Source: an optimization exercise on an open RTL-to-GDS flow (aim: small area). Production flows keep margins and buffers that such runs may drop. Only simulation tests tie the RTL to the original design; equivalence was not proved. Power is estimated from default activity; no workload was simulated.

$ cat flow/config.mk
export PLATFORM = sky130hd
export DESIGN_NAME = catTrap
export DESIGN_NICKNAME = catTrap
export VERILOG_FILES = /design/flow/design.v
export SDC_FILE = /design/flow/constraint.sdc
export NUM_CORES = 4
export LEC_CHECK = 0
export ABC_AREA = 1
export CAP_MARGIN = 20
export CORE_MARGIN = 2
export CORE_UTILIZATION = 40
export GPL_TIMING_DRIVEN = 0
export PLACE_DENSITY = 0.6
export SLEW_MARGIN = 20
$ cat flow/constraint.sdc
create_clock -name core_clock -period 10.0 [get_ports {Clk}]
set_input_delay 2.0000 -clock core_clock [delete_from_list [all_inputs] [get_ports {Clk}]]
set_output_delay 2.0000 -clock core_clock [all_outputs]
set_load 0.01 [all_outputs]
$ cat flow/design.v
`timescale 1ns / 1ps
module catTrap(Clk, Reset, Down_b, hCount, vCount, rgb, bright, Block_col, Block_row);
	input	Clk, Reset, Down_b;
	input [7:0] Block_col, Block_row;
	input [9:0] hCount, vCount;
	input bright;
	output reg [11:0] rgb;
	reg started;
	reg won;
	reg [2:0] cr, cc;
	reg [41:0] blk;
	reg [41:0] vis_r;
	wire [41:0] vis;
	function gtk(input [9:0] x, input [9:0] K, input [9:0] M);
		integer i;
		reg g;
		begin
			g = 1'b0;
			for (i = 0; i < 10; i = i + 1)
				if (M[i])
					g = K[i] ? (x[i] & g) : (x[i] | g);
			gtk = g;
		end
	endfunction
	function [7:0] dec1h(input [7:0] b);
		reg m_lo, m_hi, multi;
		begin
			m_lo = (b[0] & b[1]) | (b[2] & b[3]) | ((b[0] | b[1]) & (b[2] | b[3]));
			m_hi = (b[4] & b[5]) | (b[6] & b[7]) | ((b[4] | b[5]) & (b[6] | b[7]));
			multi = m_lo | m_hi | (|b[3:0] & |b[7:4]);
			dec1h[7:1] = b[6:0] & {7{~multi}};
			dec1h[0] = ~|b[6:0] | multi;
		end
	endfunction
	function is_vsq(input integer k);
		is_vsq = (k / 7 >= 1) && (k / 7 <= 4) && (k % 7 >= 1) && (k % 7 <= 5) && (((k / 7) + (k % 7)) % 2 == 1);
	endfunction
	assign crh[0] = cr[2] & cr[0];
	assign crh[1] = cr[1] & ~cr[0];
	assign crh[2] = cr[2] & ~cr[1];
	assign crh[3] = ~cr[2] & ~cr[0];
	assign crh[4] = cr[0] & ~cr[1];
	assign crh[5] = cr[1] & ~cr[2];
	wire [5:0] crh;
	wire [6:0] cch;
	genvar gr, gc;
	generate
		for (gc = 0; gc < 7; gc = gc + 1) begin : ccdec
			assign cch[gc] = (cc == gc);
		end
	endgenerate
	wire [7:0] rsel = dec1h(Block_row);
	wire [7:0] csel = dec1h(Block_col);
	wire bvalid = go & ~rsel[6] & ~rsel[7] & ~csel[7];
	wire [5:0] rs;
	wire [41:0] fr;       
	generate
		for (gr = 0; gr < 6; gr = gr + 1) begin : bsr
			for (gc = 0; gc < 7; gc = gc + 1) begin : bsc
				assign fr[gr*7+gc] = ~(blk[gr*7+gc] | (rs[gr] & csel[gc]));
			end
		end
	endgenerate
	reg [5:0] colv;
	reg [6:0] rowv;
	reg b_dn, b_up, b_rt, b_lt;    
	always @(*) begin : nbr
		integer r, c;
		for (r = 0; r < 6; r = r + 1) begin
			colv[r] = 1'b0;
			for (c = 1; c < 6; c = c + 1)
				colv[r] = colv[r] | (cch[c] & fr[r*7+c]);
		end
		for (c = 0; c < 7; c = c + 1) begin
			rowv[c] = 1'b0;
			for (r = 1; r < 5; r = r + 1)
				rowv[c] = rowv[c] | (crh[r] & fr[r*7+c]);
		end
		b_dn = 1'b0; b_up = 1'b0; b_rt = 1'b0; b_lt = 1'b0;
		for (r = 1; r < 5; r = r + 1) begin
			b_dn = b_dn | (crh[r] & colv[r+1]);
			b_up = b_up | (crh[r] & colv[r-1]);
		end
		for (c = 1; c < 6; c = c + 1) begin
			b_rt = b_rt | (cch[c] & rowv[c+1]);
			b_lt = b_lt | (cch[c] & rowv[c-1]);
		end
	end
	wire on_edge = crh[0] | crh[5] | cch[0] | cch[6];
	wire start = ~started;
	wire lost = started & on_edge;
	wire go = started & ~on_edge & ~won & Down_b;
	wire n_dn = ~b_dn;
	wire n_rt = ~b_rt;
	wire n_up = ~b_up;
	wire n_lt = ~b_lt;
	wire moved = go & ~(n_dn & n_rt & n_up & n_lt);
	wire mv_dn = ~n_dn;
	wire mv_rt = n_dn & ~n_rt;
	wire mv_up = n_dn & n_rt & ~n_up;
	wire mv_lt = n_dn & n_rt & n_up & ~n_lt;
	reg [2:0] ncr, ncc;
	always @(*) begin
		ncr = mv_dn ? {cr[1:0], ~cr[2]} : mv_up ? {~cr[0], cr[2:1]} : cr;
		case (cc)
			3'd1: ncc = mv_rt ? 3'd2 : mv_lt ? 3'd0 : 3'd1;
			3'd2: ncc = mv_rt ? 3'd3 : mv_lt ? 3'd1 : 3'd2;
			3'd3: ncc = mv_rt ? 3'd4 : mv_lt ? 3'd2 : 3'd3;
			3'd4: ncc = mv_rt ? 3'd5 : mv_lt ? 3'd3 : 3'd4;
			3'd5: ncc = mv_rt ? 3'd6 : mv_lt ? 3'd4 : 3'd5;
			default: ncc = cc;
		endcase
	end
	wire [5:0] rk, mk;
	wire [6:0] ck;
	generate
		for (gr = 0; gr < 6; gr = gr + 1) begin : rowsig
			assign rs[gr] = bvalid & rsel[gr];
			assign mk[gr] = (gr == 0 || gr == 5) ? 1'b0 : moved & crh[gr];
			assign rk[gr] = start | mk[gr];
		end
		for (gc = 0; gc < 7; gc = gc + 1) begin : colsig
			assign ck[gc] = (gc == 0 || gc == 6) ? start : start | cch[gc];
		end
		for (gr = 0; gr < 6; gr = gr + 1) begin : sqr
			for (gc = 0; gc < 7; gc = gc + 1) begin : sqc
				always @(posedge Clk)
					blk[gr*7+gc] <= ~(fr[gr*7+gc] | (rk[gr] & ck[gc]));
				if (is_vsq(gr*7+gc)) begin : v
					always @(posedge Clk)
						vis_r[gr*7+gc] <= (vis_r[gr*7+gc] & started) | (mk[gr] & cch[gc]);
					assign vis[gr*7+gc] = vis_r[gr*7+gc];
				end else begin : nv
					assign vis[gr*7+gc] = 1'b0;
				end
			end
		end
	endgenerate
	always @(posedge Clk, posedge Reset) begin
		if (Reset) begin
			started <= 1'b0;
			won <= 1'b0;
			cr <= 3'b000;
			cc <= 3'd3;
		end else begin
			if (Down_b) started <= 1'b1;
			if (go & ~moved) won <= 1'b1;
			if (moved) begin
				cr <= ncr;
				cc <= ncc;
			end
		end
	end
	wire h_frame = gtk(hCount, 10'd189, 10'b1111111110) & ~gtk(hCount, 10'd550, 10'b1111111111);
	wire v_frame = gtk(vCount, 10'd139, 10'b0111111100) & ~gtk(vCount, 10'd450, 10'b1111111111);
	wire in_sq = gtk(hCount, 10'd199, 10'b1101111000) & gtk(vCount, 10'd149, 10'b0101111110);
	wire [6:0] hgt;
	wire [5:0] vgt;
	assign hgt[0] = 1'b1;
	assign hgt[1] = gtk(hCount, 10'd250, 10'b1100111111);
	assign hgt[2] = gtk(hCount, 10'd300, 10'b1111111111);
	assign hgt[3] = gtk(hCount, 10'd350, 10'b1111111111);
	assign hgt[4] = gtk(hCount, 10'd400, 10'b1111111111);
	assign hgt[5] = gtk(hCount, 10'd450, 10'b1111111111);
	assign hgt[6] = gtk(hCount, 10'd500, 10'b1111111111);
	assign vgt[0] = 1'b0;
	assign vgt[1] = gtk(vCount, 10'd200, 10'b0101111111);
	assign vgt[2] = gtk(vCount, 10'd250, 10'b0101111111);
	assign vgt[3] = gtk(vCount, 10'd300, 10'b0111111111);
	assign vgt[4] = gtk(vCount, 10'd350, 10'b0111111111);
	assign vgt[5] = gtk(vCount, 10'd400, 10'b0111111111);
	wire [6:0] pch = {hgt[6], hgt[5:0] & ~hgt[6:1]};
	wire [5:0] prh = {~vgt[1], vgt[1] & ~vgt[2], vgt[2] & ~vgt[3], vgt[3] & ~vgt[4], vgt[4] & ~vgt[5], vgt[5]};
	reg p_blk, p_vis;
	reg [6:0] pb_col, pv_col;
	always @(*) begin : dmux
		integer r, c;
		for (c = 0; c < 7; c = c + 1) begin
			pb_col[c] = 1'b0; pv_col[c] = 1'b0;
			for (r = 0; r < 6; r = r + 1) begin
				pb_col[c] = pb_col[c] | (prh[r] & blk[r*7+c]);
				pv_col[c] = pv_col[c] | (prh[r] & vis[r*7+c]);
			end
		end
		p_blk = 1'b0; p_vis = 1'b0;
		for (c = 0; c < 7; c = c + 1) begin
			p_blk = p_blk | (pch[c] & pb_col[c]);
			p_vis = p_vis | (pch[c] & pv_col[c]);
		end
	end
	wire p_odd = (prh[1] | prh[3] | prh[5]) ^ (pch[1] | pch[3] | pch[5]);
	wire p_cat = |(prh & crh) & |(pch & cch);
	always @(*) begin
		if (!bright)
			rgb = 12'h000;
		else if (h_frame && v_frame) begin
			if (!in_sq)
				rgb = 12'h07F;
			else if (p_blk & started)
				rgb = 12'h000;
			else if (p_cat)
				rgb = 12'hF80;
			else if (p_odd && !(p_vis & started))
				rgb = 12'hAAA;
			else
				rgb = 12'hFFF;
		end else if (start)
			rgb = 12'hF80;
		else if (lost)
			rgb = 12'hF00;
		else if (won)
			rgb = 12'h0F0;
		else
			rgb = 12'hAFF;
	end
endmodule
$ cat flow/flow/run.sh
#!/bin/bash
# The standard layout (standard.sh), with these changes:
#  - synthesis maps the logic with an area-oriented ABC script (flow/area.abc)
#    instead of ORFS's abc_area.script; everything else in the synthesis
#    script (synth_recipe.tcl) is unchanged, so the registers are the same;
#  - ports, and the outputs that share a driver, are buffered with
#    sky130_fd_sc_hd__buf_1 cells;
#  - clock tree: clkbuf_4 buffers, larger sink clusters, no dummy loads.
set -euo pipefail
W=$(pwd)
export MY_ABC_SCRIPT=$W/flow/area.abc
{
  echo 'proc abc {args} {'
  echo '  set i [lsearch -exact $args -script]'
  echo '  if { $i >= 0 } { lset args [expr {$i + 1}] $::env(MY_ABC_SCRIPT) }'
  echo '  yosys abc {*}$args'
  echo '}'
  cat "$W/synth_recipe.tcl"
} > "$W/flow_synth.tcl"
bash "$W/standard.sh" SYNTH_SCRIPT="$W/flow_synth.tcl" \
  "BUFFER_PORTS_ARGS=-buffer_cell sky130_fd_sc_hd__buf_1" \
  "MIN_BUF_CELL_AND_PORTS=sky130_fd_sc_hd__buf_1 A X" \
  "CTS_ARGS=-sink_clustering_enable -repair_clock_nets -dont_use_dummy_load -buf_list sky130_fd_sc_hd__clkbuf_4 -sink_clustering_size 30 -sink_clustering_max_diameter 150" \
  finish > "$W/standard.log" 2>&1
$ cat flow/flow/area.abc
&get -n
&st
&dch -f
&nf -R 1000 -p -C 32 -F 10 -A 10
&put
$ cat flow/standard.sh
#!/bin/bash
# synth_recipe.tcl (not shown) runs the flow's synth.tcl, then flattens the netlist and writes it again
# the make line also repeats each setting of config.mk as NAME=value (left out here)
make -C /OpenROAD-flow-scripts/flow DESIGN_CONFIG=/design/flow/config.mk WORK_HOME=/design/flow/orfs CLKGATE_MAP_FILE= SYNTH_SCRIPT=/design/flow/synth_recipe.tcl "${@:-finish}"
==> results.py, run 1 <==
metrics = {
    "cells_and_area": {
        "drive_gt1_frac": 0.0246,
        "filler_cell_count": 906,
        "area.growth.synth_to_final_pct": 11.2,
        "diodes": 0,
        "final_nets": 570,
        "multi_input_area_mm2": 0.00230,
        "register_area_mm2": 0.00124,
        "final_cell_mix": "a21oi_1 (76), nand2_1 (64), buf_1 (56), dfxtp_1 (52), nor2b_1 (38)",
        "layout_commonest_cell": "a21oi_1",
    },
    "drt": {
        "via_per_inst": 6.43,
        "top_layer": "met4",
        "wl_met2_mm": 5.44,
        "detail_route.wl_per_cell_um": 18.5,
        "wl_met1_mm": 5.08,
        "ant_nets": 0,
        "wl_mm": 11.8,
        "wl_met3_um": 974,
        "drt_iter0_drc": 408,
        "routed-via-count": 4089,
        "drt-pass1-iter-count": 10,
        "drc": 0,
    },
    "timing": {
        "finalHoldViolations": 0,
        "fin_skew_ns": 0.0307,
        "tightestPinTransition_ns": 1.19,
        "setup_viol": 0,
        "tns_ns": 0,
        "period_needed_ns": 8.23,
        "max-slew-margin-rel": 0.203,
        "fin_crit_sh": 0.823,
        "rsz0062_at_grt": "no",
        "slew_violations": 0,
        "fmax_mhz": 122,
    },
    "cts": {
        "cts_tree": "built",
        "cts_max_path_buffers": 2,
        "root_buffer": "clkbuf_4",
        "cts_sinks": 60,
        "hold_buffers": 0,
        "htree_levels": 3,
        "cts_setup_buffers": 0,
        "numCtsBuffers": 9,
        "clock_latency_ns": 0.41,
        "path_clk_slew_ns": 0.08,
        "cts_resized": 0,
    },
    "die": {
        "die_w_um": 98.7,
        "die_h_um": 98.7,
        "ios": 52,
        "rows": 34,
        "core_mm2": 0.00872,
        "start_util": 0.411,
        "die_area_mm2": 0.00973,
    },
    "yosys": {
        "synth_flop_cell": "dfxtp_1",
        "synth_compound_area_frac": 0.365,
        "ys_types": 48,
        "synth_top_family_by_area": "compound AO/OA/AOI/OAI gates",
        "synth_mux_area_frac": 0.0119,
        "syn_avg_cell_area_um2": 7.66,
        "synth_fa_ha_area_frac": 0,
        "netlist_instances": 468,
        "yosysSeqAreaShare": 0.347,
        "synth_area_mm2": 0.00358,
        "synth-warning-count": 1,
        "ys_ff_latch": 60,
        "synthSimpleGateAreaFrac": 0.259,
        "synth_nets": 508,
        "async_flop_share": 0.133,
        "synth_xor_area_frac": 0.00489,
        "synth_edf_count": 0,
    },
    "setup_path": {
        "crit_type": "primary input to output pin",
        "crit_path_end": "rgb[2]",
        "cp.required_ns": 8.00,
        "crit_start": "vCount[2]",
        "startpoint_type": "primary input",
        "reg2reg_to": "blk[24]",
        "path_max_fanout": 11,
        "worst_setup_path_end_kind": "output pin",
        "reg2reg_depth": 18,
        "regToRegSetupSlack_ns": 4.16,
        "cp.arrival_ns": 6.23,
        "r2r-start": "cc[0]",
    },
    "pwr": {
        "p_total_mw": 0.418,
        "p_per_area_mw_per_mm2": 105,
        "leakagePower_nw": 1.46,
        "ir_worst_vdd_mv": 0.0403,
    },
    "place": {
        "hpwl_mm": 8.58,
        "gp_congestion": 0.927,
        "portBuffers": 51,
    },
    "run": {
        "max_cap_violations": 0,
    },
    "global_routing": {
        "grt_antenna_before_repair": 0,
        "grt_max_degree": 47,
        "grt_overflow": 0,
        "grt_pass1_wl_mm": 18.6,
        "grt_pass1_vias": 3766,
        "grt_util_all_layers": 0.240,
    },
    "outcome": {
        "status": "finished clean",
    },
    "hold_path": {
        "hold_class": "register to register",
    },
}
[cells in the mapped netlist, types with 4 or more instances]
master,number,share of area
a21boi_0,7,0.015
buf_1,5,0.0052
a21oi_1,76,0.11
nand2_1,64,0.067
o21ai_0,26,0.036
dfrtp_1,6,0.042
nor2b_1,38,0.066
clkinv_1,6,0.0063
a31oi_1,9,0.016
a22oi_1,18,0.038
nor2_1,35,0.037
nor3_1,13,0.018
o22ai_1,6,0.010
dfxtp_1,52,0.29
and2_0,11,0.019
a222oi_1,21,0.059
nand3_1,6,0.0084
nor4_1,8,0.014
and3_1,7,0.012
nand2b_1,4,0.0070
[stage by stage]
step           utilization  std cells  instance area, um^2  hold WS, ns  setup WS [ns]
3_3_place_gp         0.448        627                 3910        0.440           1.83
6_report             0.457        636                 3980        0.467           1.77
4_1_cts              0.457        636                 3980        0.467           1.85
5_1_grt              0.457        636                 3980        0.497           1.40
2_1_floorplan            -        468                 3580        0.429           2.71
3_5_place_dp         0.449        627                 3920        0.447           1.86
[where the power goes]
group	switching, mW	leakage [nW]	internal, mW
registers	0.00169	0.521	0.243
logic	0.0340	0.898	0.0176
clock network	0.0808	0.0414	0.0417
total	0.117	1.46	0.302
[layout make-up]
| type | count | area share |
|---|---|---|
| Timing Repair Buffer | 51 | 0.0481 |
| Buffer | 5 | 0.00471 |
| Clock buffer | 9 | 0.0170 |
| Tap cell | 108 | 0.0339 |
| Inverter | 6 | 0.00565 |
| Multi-Input combinational cell | 397 | 0.578 |
| Sequential cell | 60 | 0.312 |
[state kept, by name, summed over array words and instances, names as in the netlist]
signal	count
blk	42
cc	3
cr	3
started	1
vis	10
won	1
[worst max-delay path, stage by stage]
cell	delay [ns]
buf_1	0.12
or3_1	0.40
a211o_1	0.30
a21oi_1	0.82
nor2b_1	0.46
a222oi_1	0.47
a31oi_1	0.16
a2111oi_0	0.37
a21boi_0	0.24
nor2_1	0.13
o21ai_0	0.12
a21oi_1	0.21
nor2b_1	0.19
buf_1	0.10
buf_1	0.14
[cell families (layout without fill, tap and decap cells)]
| kind of cell | after synthesis | in the layout |
|---|---|---|
| AOI/OAI and AO/OA | 199 | 199 |
| and+or+nand+nor | 192 | 192 |
| DFF | 60 | 60 |
| buffers and inverters | 11 | 71 |
| muxes | 4 | 4 |
| xor gates and xnor gates | 2 | 2 |
[worst min path at each step]
stage             from  endpoint  depth (start not counted)
6_report       vis[23]   vis[23]                          2
5_1_grt        vis[15]   vis[15]                          2
4_1_cts        vis[23]   vis[23]                          2
3_5_place_dp   vis[23]   vis[23]                          2
3_3_place_gp   vis[29]   vis[29]                          2
2_1_floorplan  vis[15]   vis[15]                          2
[per-layer routing]
metal  up-vias  global-route usage
met5         -                   0
met4         0              0.0917
met3        31              0.0574
met2       211               0.382
met1      1924               0.315
li1       1923                   -
==> run 2, diff against run 1 <==
--- a/flow/flow/run.sh
+++ b/flow/flow/run.sh
@@ -19,6 +19,6 @@
 } > "$W/flow_synth.tcl"
 bash "$W/standard.sh" SYNTH_SCRIPT="$W/flow_synth.tcl" \
   "BUFFER_PORTS_ARGS=-buffer_cell sky130_fd_sc_hd__buf_1" \
-  "MIN_BUF_CELL_AND_PORTS=sky130_fd_sc_hd__buf_1 A X" \
+  "MIN_BUF_CELL_AND_PORTS=sky130_fd_sc_hd__buf_1 A X" SYNTH_INSBUF=0 \
   "CTS_ARGS=-sink_clustering_enable -repair_clock_nets -dont_use_dummy_load -buf_list sky130_fd_sc_hd__clkbuf_4 -sink_clustering_size 30 -sink_clustering_max_diameter 150" \
   finish > "$W/standard.log" 2>&1
==> run 2 against run 1 <==
Non-clock buffer count fell by 5; sequential share of layout area rose by 0.15 points; cell count down 0.79%; worst setup slack got worse by 0.065 ns; critical endpoint is now rgb[0]; critical path depth is 1 lower; via count down 0.81%; wire length down 1.6%; first-iteration DRC count is 12% higher; fmax shrank 0.78%; combinational power is 1% lower; flip-flop and latch count stayed put; largest cell class unchanged.
==> results.py, run 2 <==
metrics = {
    "outcome": {
        "status": "finished clean",
    },
    "global_routing": {
        "grt_util_all_layers": 0.237,
        "grt_overflow": 0,
        "grt_pass1_wl_mm": 18.5,
        "grt_max_degree": 47,
        "grt_antenna_before_repair": 0,
        "grt_pass1_vias": 3743,
    },
    "yosys": {
        "synth_flop_cell": "dfxtp_1",
        "netlist_instances": 463,
        "synth_top_cell_area_share": 0.292,
        "yosysSeqAreaShare": 0.349,
        "synth_nets": 503,
        "yosys-top-cells-area": "dfxtp_1 (29%), a21oi_1 (11%), nand2_1 (6.7%), nor2b_1 (6.7%), a222oi_1 (5.9%)",
        "synth.most_common_cell": "a21oi_1",
        "yosys.area.top_type": "dfxtp_1",
        "syn_avg_cell_area_um2": 7.70,
        "ys_types": 47,
        "synth_area_mm2": 0.00356,
        "synth_edf_count": 0,
        "synth-warning-count": 1,
        "synth.top_cells.by_count": "a21oi_1 (76), nand2_1 (64), dfxtp_1 (52)",
        "ys_ff_latch": 60,
        "async_flop_share": 0.133,
    },
    "timing": {
        "rsz0062_at_grt": "no",
        "max-slew-margin-rel": 0.255,
        "tns_ns": 0,
        "period_needed_ns": 8.29,
        "setup_viol": 0,
        "slew_violations": 0,
        "fin_crit_sh": 0.829,
        "fin_skew_ns": 0.0249,
        "tightestPinTransition_ns": 1.12,
        "finalHoldViolations": 0,
        "fmax_mhz": 121,
        "whs_ns": 0.469,
        "worst_slack_ns": 1.71,
    },
    "cells_and_area": {
        "register_area_mm2": 0.00124,
        "drive_gt1_frac": 0.0249,
        "final_nets": 565,
        "final_cell_mix": "a21oi_1 (76), nand2_1 (64), dfxtp_1 (52), buf_1 (51), nor2b_1 (38)",
        "layout_commonest_cell": "a21oi_1",
        "multi_input_area_mm2": 0.00230,
        "filler_cell_count": 925,
        "diodes": 0,
        "largest_reg_flops": 42,
        "final_cells": 631,
        "largest_register": "blk",
        "area.growth.synth_to_final_pct": 11.2,
    },
    "drt": {
        "wl_met1_mm": 4.89,
        "routed-via-count": 4056,
        "detail_route.wl_per_cell_um": 18.4,
        "drc": 0,
        "wl_met2_mm": 5.36,
        "top_layer": "met4",
        "wl_met3_mm": 1.08,
        "ant_nets": 0,
        "drt-pass1-iter-count": 6,
        "wl_mm": 11.6,
        "drt_iter0_drc": 456,
        "via_per_inst": 6.43,
    },
    "place": {
        "hpwl_mm": 8.54,
        "dp_cells": 622,
        "gp_congestion": 0.966,
        "place_ws_ns": 1.81,
        "portBuffers": 51,
    },
    "pwr": {
        "p_per_area_mw_per_mm2": 104,
        "leakagePower_nw": 1.45,
        "ir_worst_vdd_mv": 0.0423,
    },
    "hold_path": {
        "hold_class": "register to register",
    },
    "cts": {
        "cts_setup_buffers": 0,
        "cts_resized": 0,
        "htree_levels": 3,
        "cts_max_path_buffers": 2,
        "hold_buffers": 0,
        "root_buffer": "clkbuf_4",
        "numCtsBuffers": 9,
        "path_clk_slew_ns": 0.07,
        "cts_tree": "built",
        "cts_sinks": 60,
        "clock_latency_ns": 0.40,
    },
    "die": {
        "die_area_mm2": 0.00968,
        "die_h_um": 98.4,
        "die_w_um": 98.4,
        "start_util": 0.411,
        "ios": 52,
        "core_mm2": 0.00868,
        "rows": 34,
    },
    "setup_path": {
        "crit_type": "primary input to output pin",
        "worst_setup_path_end_kind": "output pin",
        "crit_path_top_delay_cell": "a21oi_1",
        "cp.required_ns": 8.00,
        "path_cells": "buf_1 > or3_1 > a211o_1 > a21oi_1 > nor2b_1 > a222oi_1 > a31oi_1 > a2111oi_0 > a21boi_0 > nor2_1 > o21ai_0 > a21oi_1 > nor2b_1 > buf_1",
        "cp.arrival_ns": 6.29,
        "startpoint_type": "primary input",
        "path_max_fanout": 11,
        "slowest_delay_ns": 0.84,
    },
    "run": {
        "max_cap_violations": 0,
    },
}
run 2: cell families after synthesis:
kind of cell / after synthesis / synth area share
AO/OA/AOI/OAI: 199 / 0.367
AND/OR/NAND/NOR: 192 / 0.261
flip-flops: 60 / 0.349
buffers and inverters: 6 / 0.00632
multiplexers: 4 / 0.0119
XOR/XNOR: 2 / 0.00491
run 2: layout make-up:
class,count,area share
Timing Repair Buffer,51,0.0483
Multi-Input combinational cell,397,0.581
Inverter,6,0.00568
Tap cell,108,0.0341
Clock buffer,9,0.0170
Sequential cell,60,0.314
run 2: critical path, delay by kind of cell:
kind	cells	cell delay [ns]
compound gates	8	2.78
simple gates	4	1.20
buf+inv	2	0.30
run 2: report_power, final:
group	switching [mW]	total [mW]	internal, mW	leakage (nW)
Combinational	0.0338	0.0509	0.0172	0.891
Sequential	0.00167	0.244	0.243	0.521
Clock	0.0770	0.119	0.0417	0.0414
run 2: metrics by stage:
step           total power, mW  instance area (um^2)   util
6_report                 0.414                  3970  0.457
5_1_grt                  0.432                  3970  0.457
4_1_cts                  0.416                  3970  0.457
3_5_place_dp             0.300                  3900  0.449
3_3_place_gp             0.299                  3890  0.448
2_1_floorplan            0.277                  3560      -
run 2: path summary, 6_finish.rpt:
path	start	depth (start not counted)	to	slack, ns
min	vis[15]	2	vis[15]	0.47
max in group asynchronous	Reset	2	cc[1]	8.28
max	vCount[2]	14	rgb[0]	1.71
max reg2reg	cc[0]	18	blk[25]	4.23
min in group asynchronous	Reset	2	won	1.45
min reg2reg	vis[15]	2	vis[15]	0.47
run 2: metal layers:
metal,track usage,up-vias
met1,0.306,1905
met2,0.384,202
met3,0.0616,30
met5,0,-
met4,0.0864,0
li1,-,1919
==> run 3, diff against run 2 <==
--- a/flow/flow/run.sh
+++ b/flow/flow/run.sh
@@ -20,5 +20,5 @@
 bash "$W/standard.sh" SYNTH_SCRIPT="$W/flow_synth.tcl" \
   "BUFFER_PORTS_ARGS=-buffer_cell sky130_fd_sc_hd__buf_1" \
   "MIN_BUF_CELL_AND_PORTS=sky130_fd_sc_hd__buf_1 A X" SYNTH_INSBUF=0 \
-  "CTS_ARGS=-sink_clustering_enable -repair_clock_nets -dont_use_dummy_load -buf_list sky130_fd_sc_hd__clkbuf_4 -sink_clustering_size 30 -sink_clustering_max_diameter 150" \
+  "CTS_ARGS=-repair_clock_nets -dont_use_dummy_load -buf_list sky130_fd_sc_hd__clkbuf_4 -sink_clustering_size 30 -sink_clustering_max_diameter 150" \
   finish > "$W/standard.log" 2>&1
==> run 3 against run 2 <==
Clock skew unchanged; critical path depth did not move; first-iteration DRC count did not move; fmax unchanged; core utilization stayed put; area after synthesis is the same; synthesized cell count did not move; sequential power about the same; clock-buffer cell count unchanged; die area is the same; critical path type unchanged.
==> results.py, run 3 <==
metrics = {
    "outcome": {
        "status": "finished clean",
    },
    "global_routing": {
        "grt_util_all_layers": 0.237,
        "grt_overflow": 0,
        "grt_pass1_vias": 3743,
        "grt_max_degree": 47,
        "grt_pass1_wl_mm": 18.5,
        "grt_antenna_before_repair": 0,
    },
    "yosys": {
        "ys_types": 47,
        "synth.top_cells.by_count": "a21oi_1 (76), nand2_1 (64), dfxtp_1 (52)",
        "synth_flop_cell": "dfxtp_1",
        "ys_ff_latch": 60,
        "synth_nets": 503,
        "synth_xor_area_frac": 0.00491,
        "synth_mux_area_frac": 0.0119,
        "synth_area_mm2": 0.00356,
        "async_flop_share": 0.133,
        "yosysSeqAreaShare": 0.349,
        "synth_edf_count": 0,
        "netlist_instances": 463,
        "yosys-top-cells-area": "dfxtp_1 (29%), a21oi_1 (11%), nand2_1 (6.7%), nor2b_1 (6.7%), a222oi_1 (5.9%)",
        "synthSimpleGateAreaFrac": 0.261,
        "syn_avg_cell_area_um2": 7.70,
        "synth_top_family_by_area": "compound AO/OA/AOI/OAI gates",
        "synth-warning-count": 1,
        "synth_top_cell_area_share": 0.292,
        "synth_compound_area_frac": 0.367,
        "yosys.area.top_type": "dfxtp_1",
        "synth.most_common_cell": "a21oi_1",
        "synth_fa_ha_area_frac": 0,
    },
    "cells_and_area": {
        "final_cell_mix": "a21oi_1 (76), nand2_1 (64), dfxtp_1 (52), buf_1 (51), nor2b_1 (38)",
        "final_cells": 631,
        "drive_gt1_frac": 0.0249,
        "final_core_util": 0.457,
        "area.growth.synth_to_final_pct": 11.2,
        "largest_reg_flops": 42,
        "final_nets": 565,
        "largest_register": "blk",
        "layout_commonest_cell": "a21oi_1",
        "diodes": 0,
        "final_cell_area_mm2": 0.00397,
    },
    "setup_path": {
        "worst_setup_path_end_kind": "output pin",
        "path_max_fanout": 11,
        "cp.arrival_ns": 6.29,
        "cp.required_ns": 8.00,
        "startpoint_type": "primary input",
        "crit_type": "primary input to output pin",
    },
    "cts": {
        "cts_sinks": 60,
        "numCtsBuffers": 9,
        "clock_latency_ns": 0.40,
        "cts_resized": 0,
        "hold_buffers": 0,
        "htree_levels": 3,
        "root_buffer": "clkbuf_4",
        "cts_tree": "built",
        "cts_max_path_buffers": 2,
        "cts_setup_buffers": 0,
        "path_clk_slew_ns": 0.07,
    },
    "place": {
        "portBuffers": 51,
        "postPlaceCellArea_mm2": 0.00390,
        "gp_congestion": 0.966,
        "hpwl_mm": 8.54,
        "dp_cells": 622,
        "place_ws_ns": 1.81,
    },
    "hold_path": {
        "hold_class": "register to register",
    },
    "timing": {
        "fin_crit_sh": 0.829,
        "max-slew-margin-rel": 0.255,
        "setup_viol": 0,
        "slew_violations": 0,
        "period_needed_ns": 8.29,
        "rsz0062_at_grt": "no",
        "tightestPinTransition_ns": 1.12,
        "fin_skew_ns": 0.0249,
        "worst_slack_ns": 1.71,
        "finalHoldViolations": 0,
        "fmax_mhz": 121,
        "tns_ns": 0,
    },
    "die": {
        "start_util": 0.411,
        "die_h_um": 98.4,
        "ios": 52,
        "die_w_um": 98.4,
        "die_area_mm2": 0.00968,
        "core_mm2": 0.00868,
        "rows": 34,
    },
    "drt": {
        "drt-pass1-iter-count": 6,
        "ant_nets": 0,
        "via_per_inst": 6.43,
        "drc": 0,
        "routed-via-count": 4056,
        "drt_iter0_drc": 456,
        "detail_route.wl_per_cell_um": 18.4,
        "wl_mm": 11.6,
    },
    "pwr": {
        "leakagePower_nw": 1.45,
        "p_per_area_mw_per_mm2": 104,
        "ir_worst_vdd_mv": 0.0423,
    },
    "run": {
        "max_cap_violations": 0,
    },
}
[run 3: stage by stage]
| stage | power (mW) | hold WS (ns) |
|---|---|---|
| 2_1_floorplan | 0.277 | 0.429 |
| 3_3_place_gp | 0.299 | 0.439 |
| 3_5_place_dp | 0.300 | 0.445 |
| 4_1_cts | 0.416 | 0.466 |
| 5_1_grt | 0.432 | 0.506 |
| 6_report | 0.414 | 0.469 |
[run 3: cell families after synthesis]
family / Yosys count
xor+xnor: 2
compound gates: 199
flops: 60
mux: 4
simple gates: 192
buf+inv: 6
[run 3: area by class of cell]
type | count | area, um^2
fillers | 925 | 4710
multi-input cells | 397 | 2300
flip-flops and latches | 60 | 1240
repair buffers | 51 | 191
well taps | 108 | 135
clock buffers | 9 | 67.6
inverters | 6 | 22.5
[run 3: power by group]
group	total (mW)	switching [mW]	internal [mW]
sequential	0.244	0.00167	0.243
clock	0.119	0.0770	0.0417
combinational	0.0509	0.0338	0.0172
[run 3: path summary, 6_finish.rpt]
check	startpoint	to	slack, ns	cells after the start
max	vCount[2]	rgb[0]	1.71	14
min	vis[15]	vis[15]	0.47	2
max reg2reg	cc[0]	blk[25]	4.23	18
min reg2reg	vis[15]	vis[15]	0.47	2
max in group asynchronous	Reset	cc[1]	8.28	2
min in group asynchronous	Reset	won	1.45	2
[run 3: worst max-delay path: stages]
cell and delay (ns):
buf_1 0.13, or3_1 0.40, a211o_1 0.29, a21oi_1 0.84, nor2b_1 0.47, a222oi_1 0.50, a31oi_1 0.18, a2111oi_0 0.39
a21boi_0 0.25, nor2_1 0.14, o21ai_0 0.13, a21oi_1 0.20, nor2b_1 0.19, buf_1 0.17
[run 3: routing by layer]
layer / GRT usage / up-vias / wire, um
met4: 0.0864 / 0 / 287
met2: 0.384 / 202 / 5360
met3: 0.0616 / 30 / 1080
met1: 0.306 / 1905 / 4890
li1: - / 1919 / -
met5: 0 / - / 0
==> run 4, diff against run 3 <==
--- a/flow/design.v
+++ b/flow/design.v
@@ -172,20 +172,20 @@
 	wire [6:0] pch = {hgt[6], hgt[5:0] & ~hgt[6:1]};
 	wire [5:0] prh = {~vgt[1], vgt[1] & ~vgt[2], vgt[2] & ~vgt[3], vgt[3] & ~vgt[4], vgt[4] & ~vgt[5], vgt[5]};
 	reg p_blk, p_vis;
-	reg [6:0] pb_col, pv_col;
+	reg [5:0] pb_row, pv_row;
 	always @(*) begin : dmux
 		integer r, c;
-		for (c = 0; c < 7; c = c + 1) begin
-			pb_col[c] = 1'b0; pv_col[c] = 1'b0;
-			for (r = 0; r < 6; r = r + 1) begin
-				pb_col[c] = pb_col[c] | (prh[r] & blk[r*7+c]);
-				pv_col[c] = pv_col[c] | (prh[r] & vis[r*7+c]);
+		for (r = 0; r < 6; r = r + 1) begin
+			pb_row[r] = 1'b0; pv_row[r] = 1'b0;
+			for (c = 0; c < 7; c = c + 1) begin
+				pb_row[r] = pb_row[r] | (pch[c] & blk[r*7+c]);
+				pv_row[r] = pv_row[r] | (pch[c] & vis[r*7+c]);
 			end
 		end
 		p_blk = 1'b0; p_vis = 1'b0;
-		for (c = 0; c < 7; c = c + 1) begin
-			p_blk = p_blk | (pch[c] & pb_col[c]);
-			p_vis = p_vis | (pch[c] & pv_col[c]);
+		for (r = 0; r < 6; r = r + 1) begin
+			p_blk = p_blk | (prh[r] & pb_row[r]);
+			p_vis = p_vis | (prh[r] & pv_row[r]);
 		end
 	end
 	wire p_odd = (prh[1] | prh[3] | prh[5]) ^ (pch[1] | pch[3] | pch[5]);
--- a/flow/flow/run.sh
+++ b/flow/flow/run.sh
@@ -20,5 +20,5 @@
 bash "$W/standard.sh" SYNTH_SCRIPT="$W/flow_synth.tcl" \
   "BUFFER_PORTS_ARGS=-buffer_cell sky130_fd_sc_hd__buf_1" \
   "MIN_BUF_CELL_AND_PORTS=sky130_fd_sc_hd__buf_1 A X" SYNTH_INSBUF=0 \
-  "CTS_ARGS=-repair_clock_nets -dont_use_dummy_load -buf_list sky130_fd_sc_hd__clkbuf_4 -sink_clustering_size 30 -sink_clustering_max_diameter 150" \
+  "CTS_ARGS=-sink_clustering_enable -repair_clock_nets -dont_use_dummy_load -buf_list sky130_fd_sc_hd__clkbuf_4 -sink_clustering_size 30 -sink_clustering_max_diameter 150" \
   finish > "$W/standard.log" 2>&1
==> run 4 against run 3 <==
Sequential share of layout area up 0.17 points; flip-flop and latch count unchanged; global-route usage up 0.87 points; total power up 0.54%; sequential power about the same; die area down 0.70%; critical path type unchanged; highest routed layer unchanged.
==> results.py, run 4 <==
metrics = {
    "outcome": {
        "status": "finished clean",
    },
    "pwr": {
        "leakagePower_nw": 1.40,
        "p_per_area_mw_per_mm2": 106,
        "switching_share": 0.277,
        "clockPowerShare": 0.295,
        "ir_worst_vdd_mv": 0.0555,
        "netSwitchingPower_mw": 0.115,
        "p_total_mw": 0.416,
        "p_comb_frac": 0.118,
        "power_frac_seq": 0.587,
        "intPower_mw": 0.301,
    },
    "drt": {
        "detail_route.wl_per_cell_um": 18.6,
        "wl_mm": 11.7,
        "via_per_inst": 6.38,
        "drt_iter0_drc": 628,
        "drc": 0,
        "drt-pass1-iter-count": 10,
        "routed-via-count": 4008,
        "ant_nets": 0,
    },
    "timing": {
        "finalHoldViolations": 0,
        "max-slew-margin-rel": 0.327,
        "rsz0062_at_grt": "no",
        "fin_crit_sh": 0.766,
        "period_needed_ns": 7.66,
        "fmax_mhz": 131,
        "slew_violations": 0,
        "tightestPinTransition_ns": 1.01,
        "tns_ns": 0,
        "fin_skew_ns": 0.0384,
        "setup_viol": 0,
    },
    "hold_path": {
        "whs_endpoint": "vis[29]",
        "hold_path_depth": 2,
        "min_from": "vis[29]",
        "hold_class": "register to register",
    },
    "setup_path": {
        "cp.required_ns": 8.00,
        "crit_family": "compound AO/OA/AOI/OAI gates",
        "worst_setup_path_end_kind": "output pin",
        "reg2reg_to": "blk[30]",
        "cpMostUsedCell": "a21oi_1",
        "startpoint_type": "primary input",
        "r2r-start": "cc[0]",
        "slowest_delay_ns": 0.75,
        "reg2reg_depth": 19,
        "path_cells": "buf_1 > o21ai_0 > a21oi_1 > or3_1 > a21oi_1 > nor2b_1 > a222oi_1 > a31oi_1 > a2111oi_0 > a21boi_0 > nor2_1 > o21ai_0 > a21oi_1 > nor2b_1 > buf_1",
        "regToRegSetupSlack_ns": 4.65,
        "path_depth": 15,
        "crit_type": "primary input to output pin",
        "crit_path_top_delay_cell": "nor2b_1",
        "critPathBufInv": 2,
        "path_max_fanout": 10,
        "cp.arrival_ns": 5.66,
    },
    "cells_and_area": {
        "largest_register": "blk",
        "register_area_mm2": 0.00124,
        "filler_cell_count": 893,
        "final_cell_area_mm2": 0.00394,
        "diodes": 0,
        "layout_commonest_cell": "a21oi_1",
        "multi_input_area_mm2": 0.00228,
        "largest_reg_flops": 42,
        "final_cell_mix": "a21oi_1 (81), nand2_1 (68), dfxtp_1 (52), buf_1 (51), nor2b_1 (35)",
        "final_nets": 562,
        "drive_gt1_frac": 0.0269,
        "area.growth.synth_to_final_pct": 11.5,
        "final_core_util": 0.457,
    },
    "yosys": {
        "synth_nets": 500,
        "async_flop_share": 0.133,
        "synth-warning-count": 1,
        "ys_ff_latch": 60,
        "yosysSeqAreaShare": 0.351,
        "yosys.area.top_type": "dfxtp_1",
        "synth.top_cells.by_count": "a21oi_1 (81), nand2_1 (68), dfxtp_1 (52)",
        "synth_edf_count": 0,
        "synth.most_common_cell": "a21oi_1",
        "ys_types": 45,
        "synthSimpleGateAreaFrac": 0.269,
        "synth_mux_area_frac": 0.0120,
        "synth_flop_cell": "dfxtp_1",
        "syn_avg_cell_area_um2": 7.69,
        "synth_fa_ha_area_frac": 0,
        "synth_top_cell_area_share": 0.294,
        "synth_top_family_by_area": "compound AO/OA/AOI/OAI gates",
        "synth_area_mm2": 0.00354,
        "yosys-top-cells-area": "dfxtp_1 (29%), a21oi_1 (11%), a222oi_1 (8.2%), nand2_1 (7.2%), nor2b_1 (6.2%)",
        "synth_compound_area_frac": 0.355,
        "netlist_instances": 460,
        "synth_xor_area_frac": 0.00495,
    },
    "global_routing": {
        "grt_max_degree": 47,
        "grt_util_all_layers": 0.246,
        "grt_pass1_wl_mm": 18.9,
        "grt_overflow": 0,
        "grt_antenna_before_repair": 0,
        "grt_pass1_vias": 3745,
    },
    "cts": {
        "path_clk_slew_ns": 0.08,
        "cts_max_path_buffers": 2,
        "cts_setup_buffers": 0,
        "clock_latency_ns": 0.43,
        "root_buffer": "clkbuf_4",
        "cts_sinks": 60,
        "cts_tree": "built",
        "hold_buffers": 0,
        "htree_levels": 3,
        "numCtsBuffers": 9,
        "cts_resized": 0,
    },
    "place": {
        "hpwl_mm": 8.73,
        "gp_congestion": 0.974,
        "postPlaceCellArea_mm2": 0.00388,
        "portBuffers": 51,
    },
    "die": {
        "rows": 34,
        "ios": 52,
        "die_w_um": 98.1,
        "start_util": 0.410,
        "core_mm2": 0.00864,
        "die_h_um": 98.1,
        "die_area_mm2": 0.00961,
    },
    "run": {
        "max_cap_violations": 0,
    },
}
-- run 4: cell types whose count changed after synthesis, sizes merged, moves of 4 or more --
cell / change
nor2: -7
a222oi: +8
a22oi: -7
nand2: +4
a21oi: +5
-- run 4: layout make-up --
cell class,count,area share
inverter,7,0.00666
timing repair buffer,51,0.0485
sequential,60,0.316
tap,108,0.0343
multi-input combinational,393,0.578
clock buffer,9,0.0171
-- run 4: per-layer routing --
metal / up-vias / routed length, um / global-route usage
met5: - / 0 / 0
met4: 0 / 205 / 0.0812
met3: 21 / 1070 / 0.0537
met2: 204 / 5330 / 0.390
met1: 1869 / 5100 / 0.333
li1: 1914 / - / -
-- run 4: stage by stage --
step / hold WS, ns / setup WS [ns] / instances
after floorplan: 0.427 / 3.30 / 460
after global placement: 0.443 / 2.47 / 619
after detailed placement: 0.449 / 2.41 / 619
after CTS: 0.470 / 2.39 / 628
after global routing: 0.504 / 2.02 / 628
final: 0.469 / 2.34 / 628
-- run 4: worst max path at each step --
| stage | startpoint | endpoint |
|---|---|---|
| 2_1_floorplan | hCount[1] | rgb[0] |
| 3_3_place_gp | hCount[1] | rgb[2] |
| 4_1_cts | hCount[1] | rgb[2] |
| 5_1_grt | hCount[1] | rgb[2] |
| 3_5_place_dp | hCount[1] | rgb[2] |
| 6_report | hCount[1] | rgb[2] |
-- run 4: worst min-delay path, stage by stage (launching register included) --
cell     delay, ns
dfxtp_1       0.34
nand2_1       0.05
o21ai_0       0.05
-- run 4: cells by family after synthesis --
kind of cell / count (synthesis)
muxes: 4
xor gates and xnor gates: 2
buffers and inverters: 7
DFF: 60
and+or+nand+nor: 194
AOI/OAI and AO/OA: 193
-- run 4: power by group through the flow --
stage | Combinational, mW | Clock [mW] | Sequential, mW
after global placement | 0.0469 | 0 | 0.250
final | 0.0491 | 0.123 | 0.244
after floorplan | 0.0259 | 0 | 0.249
after global routing | 0.0547 | 0.134 | 0.245
after detailed placement | 0.0482 | 0 | 0.250
after CTS | 0.0485 | 0.124 | 0.244
==> run 5, diff against run 4 <==
--- a/flow/design.v
+++ b/flow/design.v
@@ -5,7 +5,7 @@
 	input [9:0] hCount, vCount;
 	input bright;
 	output reg [11:0] rgb;
-	reg started;
+	reg start;              
 	reg won;
 	reg [2:0] cr, cc;
 	reg [41:0] blk;
@@ -87,7 +87,7 @@
 		end
 	end
 	wire on_edge = crh[0] | crh[5] | cch[0] | cch[6];
-	wire start = ~started;
+	wire started = ~start;
 	wire lost = started & on_edge;
 	wire go = started & ~on_edge & ~won & Down_b;
 	wire n_dn = ~b_dn;
@@ -138,12 +138,12 @@
 	endgenerate
 	always @(posedge Clk, posedge Reset) begin
 		if (Reset) begin
-			started <= 1'b0;
+			start <= 1'b1;
 			won <= 1'b0;
 			cr <= 3'b000;
 			cc <= 3'd3;
 		end else begin
-			if (Down_b) started <= 1'b1;
+			if (Down_b) start <= 1'b0;
 			if (go & ~moved) won <= 1'b1;
 			if (moved) begin
 				cr <= ncr;
==> run 5 against run 4 <==
Critical endpoint is now rgb[0]; still clean; total power fell by 2.8%; design area fell by 1.7%; clock skew fell by 0.012 ns; flip-flop and latch count did not move; clock-buffer cell count did not move; worst hold slack improved by 0.0023 ns; combinational power fell by 9.0%.
==> results.py, run 5 <==
metrics = {
    "outcome": {
        "status": "finished clean",
    },
    "drt": {
        "via_per_inst": 6.62,
        "drt-pass1-iter-count": 9,
        "detail_route.wl_per_cell_um": 19.5,
        "drc": 0,
        "wl_mm": 12.0,
        "drt_iter0_drc": 582,
        "ant_nets": 0,
        "routed-via-count": 4079,
    },
    "yosys": {
        "synth.top_cells.by_count": "a21oi_1 (81), nand2_1 (58), nor2_1 (53)",
        "synth.most_common_cell": "a21oi_1",
        "synth_top_cell_area_share": 0.300,
        "synth_area_mm2": 0.00347,
        "async_flop_share": 0.133,
        "yosys-top-cells-area": "dfxtp_1 (30%), a21oi_1 (12%), a222oi_1 (8.4%), nand2_1 (6.3%), nor2_1 (5.7%)",
        "synth_flop_cell": "dfxtp_1",
        "ys_types": 45,
        "synth_nets": 491,
        "yosys.area.top_type": "dfxtp_1",
        "syn_avg_cell_area_um2": 7.70,
        "synth-warning-count": 1,
        "synth_edf_count": 0,
        "yosysSeqAreaShare": 0.358,
        "ys_ff_latch": 60,
        "netlist_instances": 451,
    },
    "cts": {
        "numCtsBuffers": 9,
        "cts_sinks": 60,
        "cts_max_path_buffers": 2,
        "hold_buffers": 0,
        "cts_setup_buffers": 0,
        "htree_levels": 3,
        "cts_resized": 0,
        "path_clk_slew_ns": 0.09,
        "clock_latency_ns": 0.41,
        "root_buffer": "clkbuf_4",
        "cts_tree": "built",
    },
    "timing": {
        "max-slew-margin-rel": 0.268,
        "period_needed_ns": 7.58,
        "fin_crit_sh": 0.758,
        "setup_viol": 0,
        "slew_violations": 0,
        "tightestPinTransition_ns": 1.10,
        "tns_ns": 0,
        "fmax_mhz": 132,
        "rsz0062_at_grt": "no",
        "finalHoldViolations": 0,
        "fin_skew_ns": 0.0264,
    },
    "cells_and_area": {
        "largest_reg_flops": 42,
        "final_cell_mix": "a21oi_1 (81), nand2_1 (58), nor2_1 (53), dfxtp_1 (52), buf_1 (51)",
        "largest_register": "blk",
        "register_area_mm2": 0.00124,
        "final_cell_area_mm2": 0.00387,
        "final_nets": 553,
        "drive_gt1_frac": 0.0274,
        "diodes": 0,
        "multi_input_area_mm2": 0.00221,
        "layout_commonest_cell": "a21oi_1",
        "filler_cell_count": 867,
        "area.growth.synth_to_final_pct": 11.6,
    },
    "setup_path": {
        "path_cells": "buf_1 > o21ai_0 > a21oi_1 > or3_1 > a21oi_1 > nor2b_1 > a222oi_1 > a31oi_1 > a2111oi_0 > a21oi_1 > nor2_1 > o21ai_0 > nor3_1 > buf_1",
        "cp.arrival_ns": 5.58,
        "cpMostUsedCell": "a21oi_1",
        "cp.required_ns": 8.00,
        "crit_family": "compound AO/OA/AOI/OAI gates",
        "slowest_delay_ns": 0.87,
        "critPathBufInv": 2,
        "crit_type": "primary input to output pin",
        "path_max_fanout": 10,
        "startpoint_type": "primary input",
        "worst_setup_path_end_kind": "output pin",
        "crit_path_top_delay_cell": "nor2b_1",
    },
    "die": {
        "start_util": 0.419,
        "die_h_um": 97.2,
        "die_w_um": 97.2,
        "die_area_mm2": 0.00944,
        "core_mm2": 0.00830,
        "ios": 52,
        "rows": 33,
    },
    "pwr": {
        "p_comb_frac": 0.110,
        "switching_share": 0.270,
        "clockPowerShare": 0.298,
        "power_frac_seq": 0.592,
        "netSwitchingPower_mw": 0.109,
        "intPower_mw": 0.295,
        "leakagePower_nw": 1.40,
        "p_per_area_mw_per_mm2": 104,
        "ir_worst_vdd_mv": 0.0628,
        "p_total_mw": 0.405,
    },
    "global_routing": {
        "gr-usage-met1": 0.320,
        "grt_pass1_vias": 3656,
        "grt_util_met3": 0.0734,
        "grt_max_degree": 28,
        "gr-usage-met2": 0.378,
        "grt_overflow": 0,
        "grt_pass1_wl_mm": 18.4,
        "grt_util_all_layers": 0.244,
        "grt_antenna_before_repair": 0,
        "gr-max-usage-layer": "met2",
    },
    "place": {
        "postPlaceCellArea_mm2": 0.00381,
        "portBuffers": 51,
        "gp_congestion": 0.970,
        "hpwl_mm": 8.71,
    },
    "hold_path": {
        "hold_class": "register to register",
    },
    "run": {
        "max_cap_violations": 0,
    },
}
==> run 5: cell types whose count changed after synthesis, moves of 2 or more <==
cell,previous run,this run
nand2_1,68,58
nor2_1,28,53
nor2b_1,35,12
nor3_1,14,18
o21ai_0,24,15
o2bb2ai_1,0,10
or2_0,3,1
==> run 5: layer usage <==
metal  vias to the layer above  wire, um
met5                         -         0
met4                         0       308
met3                        33      1350
met2                       232      5400
met1                      1916      4940
li1                       1898         -
==> run 5: logic make-up after synthesis <==
kind of cell | synth area share
and+or+nand+nor | 0.249
DFF | 0.358
xor gates and xnor gates | 0.00504
buffers and inverters | 0.00757
AOI/OAI and AO/OA | 0.368
muxes | 0.0122
==> run 5: final timing paths <==
kind | endpoint | from | slack, ns | depth (start not counted)
setup / recovery | rgb[0] | hCount[1] | 2.42 | 14
hold / removal | vis[15] | vis[15] | 0.47 | 1
setup reg to reg | blk[18] | cc[0] | 4.63 | 17
hold reg to reg | vis[15] | vis[15] | 0.47 | 1
max in group asynchronous | start | Reset | 8.29 | 2
min in group asynchronous | cc[2] | Reset | 1.45 | 2
==> run 5: metrics by stage <==
stage | hold WS (ns) | util | setup slack (ns) | std cells
4_1_cts | 0.471 | 0.467 | 2.59 | 616
6_report | 0.471 | 0.467 | 2.42 | 616
3_3_place_gp | 0.442 | 0.457 | 2.60 | 607
5_1_grt | 0.483 | 0.467 | 2.19 | 616
3_5_place_dp | 0.451 | 0.459 | 2.62 | 607
2_1_floorplan | 0.430 | - | 3.55 | 451
==> run 5: power groups by stage <==
stage | logic (mW) | registers (mW) | clock network, mW
floorplan | 0.0222 | 0.245 | 0
global placement | 0.0424 | 0.245 | 0
detailed placement | 0.0437 | 0.245 | 0
CTS | 0.0439 | 0.239 | 0.122
global route | 0.0494 | 0.239 | 0.130
finish | 0.0447 | 0.239 | 0.121
==> run 5: layout make-up <==
class,count,area share
tap,105,0.0339
clock buffer,9,0.0174
inverter,7,0.00678
sequential,60,0.321
multi-input combinational,384,0.571
timing repair buffer,51,0.0494
==> run 6, diff against run 5 <==
--- a/flow/design.v
+++ b/flow/design.v
@@ -35,20 +35,24 @@
 	function is_vsq(input integer k);
 		is_vsq = (k / 7 >= 1) && (k / 7 <= 4) && (k % 7 >= 1) && (k % 7 <= 5) && (((k / 7) + (k % 7)) % 2 == 1);
 	endfunction
+	wire [5:0] crh;
+	wire [6:0] cch;
+	genvar gr, gc;
 	assign crh[0] = cr[2] & cr[0];
 	assign crh[1] = cr[1] & ~cr[0];
 	assign crh[2] = cr[2] & ~cr[1];
 	assign crh[3] = ~cr[2] & ~cr[0];
 	assign crh[4] = cr[0] & ~cr[1];
 	assign crh[5] = cr[1] & ~cr[2];
-	wire [5:0] crh;
-	wire [6:0] cch;
-	genvar gr, gc;
 	generate
 		for (gc = 0; gc < 7; gc = gc + 1) begin : ccdec
 			assign cch[gc] = (cc == gc);
 		end
 	endgenerate
+	wire on_edge = crh[0] | crh[5] | cch[0] | cch[6];
+	wire started = ~start;
+	wire lost = started & on_edge;
+	wire go = started & ~on_edge & ~won & Down_b;
 	wire [7:0] rsel = dec1h(Block_row);
 	wire [7:0] csel = dec1h(Block_col);
 	wire bvalid = go & ~rsel[6] & ~rsel[7] & ~csel[7];
@@ -86,10 +90,6 @@
 			b_lt = b_lt | (cch[c] & rowv[c-1]);
 		end
 	end
-	wire on_edge = crh[0] | crh[5] | cch[0] | cch[6];
-	wire started = ~start;
-	wire lost = started & on_edge;
-	wire go = started & ~on_edge & ~won & Down_b;
 	wire n_dn = ~b_dn;
 	wire n_rt = ~b_rt;
 	wire n_up = ~b_up;
==> run 6 against run 5 <==
Clock skew unchanged; highest routed layer unchanged; worst hold slack did not move; critical path depth did not move; wire length unchanged; fmax unchanged; worst setup slack is the same; first-iteration DRC count stayed put; critical endpoint unchanged; synthesized cell count is the same.
==> results.py, run 6 <==
metrics = {
    "yosys": {
        "synth_area_mm2": 0.00347,
        "yosys.area.top_type": "dfxtp_1",
        "synth_flop_cell": "dfxtp_1",
        "ys_ff_latch": 60,
        "netlist_instances": 451,
        "yosysSeqAreaShare": 0.358,
        "synth.most_common_cell": "a21oi_1",
        "synth.top_cells.by_count": "a21oi_1 (81), nand2_1 (58), nor2_1 (53)",
        "synth_edf_count": 0,
        "synth_nets": 491,
        "yosys-top-cells-area": "dfxtp_1 (30%), a21oi_1 (12%), a222oi_1 (8.4%), nand2_1 (6.3%), nor2_1 (5.7%)",
        "syn_avg_cell_area_um2": 7.70,
        "synth_top_cell_area_share": 0.300,
        "ys_types": 45,
        "async_flop_share": 0.133,
        "synth-warning-count": 1,
    },
    "cells_and_area": {
        "largest_register": "blk",
        "layout_commonest_cell": "a21oi_1",
        "largest_reg_flops": 42,
        "area.growth.synth_to_final_pct": 11.6,
        "filler_cell_count": 867,
        "final_core_util": 0.467,
        "final_cell_mix": "a21oi_1 (81), nand2_1 (58), nor2_1 (53), dfxtp_1 (52), buf_1 (51)",
        "final_nets": 553,
        "drive_gt1_frac": 0.0274,
        "diodes": 0,
    },
    "setup_path": {
        "cp.arrival_ns": 5.58,
        "path_max_fanout": 10,
        "crit_path_top_delay_cell": "nor2b_1",
        "startpoint_type": "primary input",
        "cp.required_ns": 8.00,
        "crit_type": "primary input to output pin",
        "slowest_delay_ns": 0.87,
        "worst_setup_path_end_kind": "output pin",
        "path_cells": "buf_1 > o21ai_0 > a21oi_1 > or3_1 > a21oi_1 > nor2b_1 > a222oi_1 > a31oi_1 > a2111oi_0 > a21oi_1 > nor2_1 > o21ai_0 > nor3_1 > buf_1",
        "cpMostUsedCell": "a21oi_1",
    },
    "drt": {
        "detail_route.wl_per_cell_um": 19.5,
        "drt_iter0_drc": 582,
        "via_per_inst": 6.62,
        "wl_mm": 12.0,
        "ant_nets": 0,
        "drt-pass1-iter-count": 9,
        "drc": 0,
        "routed-via-count": 4079,
    },
    "timing": {
        "setup_viol": 0,
        "fin_crit_sh": 0.758,
        "tightestPinTransition_ns": 1.10,
        "rsz0062_at_grt": "no",
        "period_needed_ns": 7.58,
        "fin_skew_ns": 0.0264,
        "max-slew-margin-rel": 0.268,
        "whs_ns": 0.471,
        "fmax_mhz": 132,
        "slew_violations": 0,
        "worst_slack_ns": 2.42,
        "tns_ns": 0,
        "finalHoldViolations": 0,
    },
    "place": {
        "gp_congestion": 0.970,
        "hpwl_mm": 8.71,
        "place_ws_ns": 2.62,
        "portBuffers": 51,
    },
    "cts": {
        "cts_resized": 0,
        "numCtsBuffers": 9,
        "cts_setup_buffers": 0,
        "clock_latency_ns": 0.41,
        "cts_sinks": 60,
        "path_clk_slew_ns": 0.09,
        "htree_levels": 3,
        "root_buffer": "clkbuf_4",
        "cts_max_path_buffers": 2,
        "hold_buffers": 0,
        "cts_tree": "built",
    },
    "die": {
        "core_mm2": 0.00830,
        "die_h_um": 97.2,
        "die_w_um": 97.2,
        "rows": 33,
        "start_util": 0.419,
        "ios": 52,
        "die_area_mm2": 0.00944,
    },
    "global_routing": {
        "grt_overflow": 0,
        "grt_pass1_vias": 3656,
        "grt_antenna_before_repair": 0,
        "grt_util_all_layers": 0.244,
        "grt_pass1_wl_mm": 18.4,
        "grt_max_degree": 28,
    },
    "pwr": {
        "switching_share": 0.270,
        "netSwitchingPower_mw": 0.109,
        "leakagePower_nw": 1.40,
        "intPower_mw": 0.295,
        "ir_worst_vdd_mv": 0.0628,
        "p_total_mw": 0.405,
        "power_frac_seq": 0.592,
        "p_per_area_mw_per_mm2": 104,
        "clockPowerShare": 0.298,
        "p_comb_frac": 0.110,
    },
    "hold_path": {
        "hold_class": "register to register",
    },
    "run": {
        "max_cap_violations": 0,
    },
    "outcome": {
        "status": "finished clean",
    },
}
-- run 6: critical path: cells and delay by family --
kind | cells | cell delay [ns]
buf+inv | 2 | 0.26
simple gates | 4 | 1.38
compound gates | 8 | 1.93
-- run 6: per-stage QoR --
step | instances | cell area [um^2]
finish | 616 | 3870
global route | 616 | 3870
global placement | 607 | 3800
detailed placement | 607 | 3810
CTS | 616 | 3870
floorplan | 451 | 3470
-- run 6: worst paths after layout --
| check | cells past startpoint | endpoint | slack (ns) | from |
|---|---|---|---|---|
| max in group asynchronous | 2 | start | 8.29 | Reset |
| min in group asynchronous | 2 | cc[2] | 1.45 | Reset |
| worst min register to register | 1 | vis[15] | 0.47 | vis[15] |
| worst max-delay path | 14 | rgb[0] | 2.42 | hCount[1] |
| worst max register to register | 17 | blk[18] | 4.63 | cc[0] |
| worst min-delay path | 1 | vis[15] | 0.47 | vis[15] |
-- run 6: layout make-up --
class	instances	area (um^2)	share of cell area
clock buffers	9	67.6	0.0174
well taps	105	131	0.0339
flip-flops and latches	60	1240	0.321
inverters	7	26.3	0.00678
multi-input cells	384	2210	0.571
repair buffers	51	191	0.0494
-- run 6: cells by family after synthesis --
kind of cell,count (synthesis),share of synthesized area
DFF,60,0.358
xor gates and xnor gates,2,0.00504
muxes,4,0.0122
and+or+nand+nor,187,0.249
AOI/OAI and AO/OA,191,0.368
buffers and inverters,7,0.00757
-- run 6: power by group through the flow --
stage | logic [mW] | registers, mW | clock network [mW]
after floorplan | 0.0222 | 0.245 | 0
after global placement | 0.0424 | 0.245 | 0
after detailed placement | 0.0437 | 0.245 | 0
after CTS | 0.0439 | 0.239 | 0.122
after global routing | 0.0494 | 0.239 | 0.130
final | 0.0447 | 0.239 | 0.121
-- run 6: per-layer routing --
layer | part of all wire | GRT usage
met2 | 0.45 | 0.378
met1 | 0.41 | 0.320
met4 | 0.026 | 0.0932
met5 | 0 | 0
met3 | 0.11 | 0.0734
==> run 7, diff against run 6 <==
--- a/flow/design.v
+++ b/flow/design.v
@@ -5,7 +5,7 @@
 	input [9:0] hCount, vCount;
 	input bright;
 	output reg [11:0] rgb;
-	reg start;              
+	reg started;
 	reg won;
 	reg [2:0] cr, cc;
 	reg [41:0] blk;
@@ -35,24 +35,20 @@
 	function is_vsq(input integer k);
 		is_vsq = (k / 7 >= 1) && (k / 7 <= 4) && (k % 7 >= 1) && (k % 7 <= 5) && (((k / 7) + (k % 7)) % 2 == 1);
 	endfunction
-	wire [5:0] crh;
-	wire [6:0] cch;
-	genvar gr, gc;
 	assign crh[0] = cr[2] & cr[0];
 	assign crh[1] = cr[1] & ~cr[0];
 	assign crh[2] = cr[2] & ~cr[1];
 	assign crh[3] = ~cr[2] & ~cr[0];
 	assign crh[4] = cr[0] & ~cr[1];
 	assign crh[5] = cr[1] & ~cr[2];
+	wire [5:0] crh;
+	wire [6:0] cch;
+	genvar gr, gc;
 	generate
 		for (gc = 0; gc < 7; gc = gc + 1) begin : ccdec
 			assign cch[gc] = (cc == gc);
 		end
 	endgenerate
-	wire on_edge = crh[0] | crh[5] | cch[0] | cch[6];
-	wire started = ~start;
-	wire lost = started & on_edge;
-	wire go = started & ~on_edge & ~won & Down_b;
 	wire [7:0] rsel = dec1h(Block_row);
 	wire [7:0] csel = dec1h(Block_col);
 	wire bvalid = go & ~rsel[6] & ~rsel[7] & ~csel[7];
@@ -90,6 +86,10 @@
 			b_lt = b_lt | (cch[c] & rowv[c-1]);
 		end
 	end
+	wire on_edge = crh[0] | crh[5] | cch[0] | cch[6];
+	wire start = ~started;
+	wire lost = started & on_edge;
+	wire go = started & ~on_edge & ~won & Down_b;
 	wire n_dn = ~b_dn;
 	wire n_rt = ~b_rt;
 	wire n_up = ~b_up;
@@ -138,12 +138,12 @@
 	endgenerate
 	always @(posedge Clk, posedge Reset) begin
 		if (Reset) begin
-			start <= 1'b1;
+			started <= 1'b0;
 			won <= 1'b0;
 			cr <= 3'b000;
 			cc <= 3'd3;
 		end else begin
-			if (Down_b) start <= 1'b0;
+			if (Down_b) started <= 1'b1;
 			if (go & ~moved) won <= 1'b1;
 			if (moved) begin
 				cr <= ncr;
==> flow/run.sh (new file) <==
#!/bin/bash
# synth_recipe.tcl (not shown) runs the flow's synth.tcl, then flattens the netlist and writes it again
# the make line also repeats each setting of config.mk as NAME=value (left out here)
make -C /OpenROAD-flow-scripts/flow DESIGN_CONFIG=/design/flow/config.mk WORK_HOME=/design/flow/orfs CLKGATE_MAP_FILE= SYNTH_SCRIPT=/design/flow/synth_recipe.tcl finish
removed: flow/flow/run.sh
removed: flow/flow/area.abc
removed: flow/standard.sh
==> run 7 against run 6 <==
Die area up 29%; still clean; highest routed layer unchanged; design area rose by 42%; first-iteration DRC count shrank 10%.
==> results.py, run 7 <==
metrics = {
    "yosys": {
        "synth.top_cells.by_count": "nand2_1 (143), inv_1 (126), nand3_1 (123)",
        "ys_types": 42,
        "yosys-top-cells-area": "dfxtp_1 (23%), nand3_1 (14%), nand2_1 (12%), inv_1 (10%), a21oi_1 (7.6%)",
        "syn_avg_cell_area_um2": 5.98,
        "synth-warning-count": 1,
        "synth_area_mm2": 0.00452,
        "yosysSeqAreaShare": 0.275,
        "yosys.area.top_type": "dfxtp_1",
    },
    "hold_path": {
        "hold_class": "register to register",
        "hold_path_depth": 2,
        "whs_endpoint": "vis[9]",
        "min_from": "vis[9]",
    },
    "global_routing": {
        "grt_pass1_vias": 5007,
        "grt_antenna_before_repair": 1,
        "grt_max_degree": 12,
        "grt_util_all_layers": 0.282,
        "grt_pass1_wl_mm": 25.6,
    },
    "timing": {
        "period_needed_ns": 7.82,
        "fmax_mhz": 128,
        "rsz0062_at_grt": "no",
        "tns_ns": 0,
        "max-slew-margin-rel": 0.315,
        "finalHoldViolations": 0,
        "whs_ns": 0.449,
        "fin_crit_sh": 0.782,
        "setup_viol": 0,
        "worst_slack_ns": 2.18,
    },
    "drt": {
        "detail_route.wl_per_cell_um": 17.2,
        "via_per_inst": 5.63,
        "drc": 0,
        "drt_iter0_drc": 521,
        "wl_mm": 16.6,
        "drt-pass1-iter-count": 5,
    },
    "place": {
        "place_ws_ns": 2.29,
        "gp_congestion": 1.01,
        "hpwl_mm": 12.8,
    },
    "pwr": {
        "p_per_area_mw_per_mm2": 125,
        "netSwitchingPower_mw": 0.178,
        "ir_worst_vdd_mv": 0.0730,
        "leakagePower_nw": 2.64,
        "switching_share": 0.258,
        "p_comb_frac": 0.142,
    },
    "die": {
        "rows": 38,
        "die_w_um": 110,
        "die_h_um": 110,
        "die_area_mm2": 0.0122,
        "ios": 52,
    },
    "cells_and_area": {
        "final_nets": 857,
        "largest_register": "blk",
        "drive_gt1_frac": 0.0681,
        "layout_commonest_cell": "nand2_1",
        "area.growth.synth_to_final_pct": 22.2,
        "final_cell_mix": "nand2_1 (143), inv_1 (126), nand3_1 (123), nor2_1 (77), a21oi_1 (69)",
        "diodes": 0,
    },
    "outcome": {
        "status": "finished clean",
    },
    "cts": {
        "cts_sinks": 60,
        "htree_levels": 3,
        "cts_max_path_buffers": 2,
        "hold_buffers": 0,
        "numCtsBuffers": 9,
        "root_buffer": "clkbuf_16",
        "cts_tree": "built",
    },
    "setup_path": {
        "crit_start": "hCount[9]",
        "crit_type": "primary input to output pin",
        "startpoint_type": "primary input",
        "cpMostUsedCell": "nand2_1",
        "crit_path_top_delay_cell": "clkdlybuf4s50_1",
        "cp.arrival_ns": 5.82,
        "slowest_delay_ns": 0.52,
        "reg2reg_depth": 18,
        "critPathBufInv": 5,
    },
}
-- run 7: cell types whose count changed after synthesis, sizes merged, moves of 10 or more --
| cell | before | now |
|---|---|---|
| nand2 | 58 | 149 |
| and2 | 10 | 0 |
| inv | 0 | 133 |
| o21ai | 15 | 46 |
| nor2 | 53 | 82 |
| clkbuf | 0 | 12 |
| nand3 | 6 | 128 |
| o2bb2ai | 10 | 0 |
| a222oi | 29 | 0 |
| o221ai | 1 | 12 |
| nor2b | 12 | 0 |
| a21oi | 81 | 69 |
| buf | 0 | 10 |
-- run 7: final cells by class --
type                       instances  area (um^2)
fill                            1189         5420
multi-input combinational        538         2640
sequential                        60         1240
timing repair buffer              51          510
inverter                         135          507
clock buffer                      10          229
tap                              140          175
buffer                            22          129
clock inverter                     6         88.8
-- run 7: worst max path at each step --
stage | slack [ns] | depth (start not counted) | endpoint
floorplan | 4.11 | 18 | rgb[2]
global placement | 2.30 | 18 | rgb[11]
detailed placement | 2.29 | 18 | rgb[2]
CTS | 2.29 | 18 | rgb[2]
global route | 1.82 | 18 | rgb[2]
finish | 2.18 | 18 | rgb[2]
-- run 7: metrics by stage --
| step | cells | area (um^2) | power [mW] | util |
|---|---|---|---|---|
| after detailed placement | 946 | 5200 | 0.358 | 0.476 |
| after global placement | 946 | 5200 | 0.357 | 0.476 |
| after global routing | 962 | 5520 | 0.719 | 0.505 |
| after CTS | 962 | 5520 | 0.692 | 0.505 |
| after floorplan | 755 | 4520 | 0.317 | - |
| final | 962 | 5520 | 0.691 | 0.505 |
-- run 7: routing by layer --
layer	vias to the layer above	routed length, um
li1	2626	-
met1	2492	7260
met2	261	7430
met3	35	1460
met4	0	433
met5	-	0
-- run 7: worst reg2reg max path: stages (launching register included) --
cell and delay, ns:
dfstp_2 0.60, inv_2 0.09, nand3_1 0.12, nand4_2 0.22, nor2_8 0.28, nand2_2 0.10, nor2_4 0.19, buf_6 0.18
nand3_1 0.10, nand3_1 0.13, nand3_1 0.09, o21ai_1 0.30, nand4_2 0.27, nor2_4 0.20, nand3_4 0.18, nand3_2 0.12
inv_2 0.07, nand2_1 0.15, o21ai_1 0.10
-- run 7: cell families after synthesis --
logic type	share of synthesized area
AO/OA/AOI/OAI	0.188
XOR/XNOR	0.00194
buffers and inverters	0.141
flip-flops	0.275
AND/OR/NAND/NOR	0.394
-- run 7: power groups by stage --
stage / Clock, mW / Combinational (mW) / Sequential [mW]
floorplan: 0 / 0.0567 / 0.260
finish: 0.335 / 0.0983 / 0.257
detailed placement: 0 / 0.0965 / 0.262
global route: 0.351 / 0.110 / 0.258
global placement: 0 / 0.0952 / 0.262
CTS: 0.338 / 0.0971 / 0.257

Setup slack of run 7, layout unchanged: 2.183 ns with ideal ports, 2.158 ns with driving cells assumed (clock clkbuf_16, inputs buf_2), 2.158 ns with port delays also shifted by the 0.380 ns mid clock arrival.
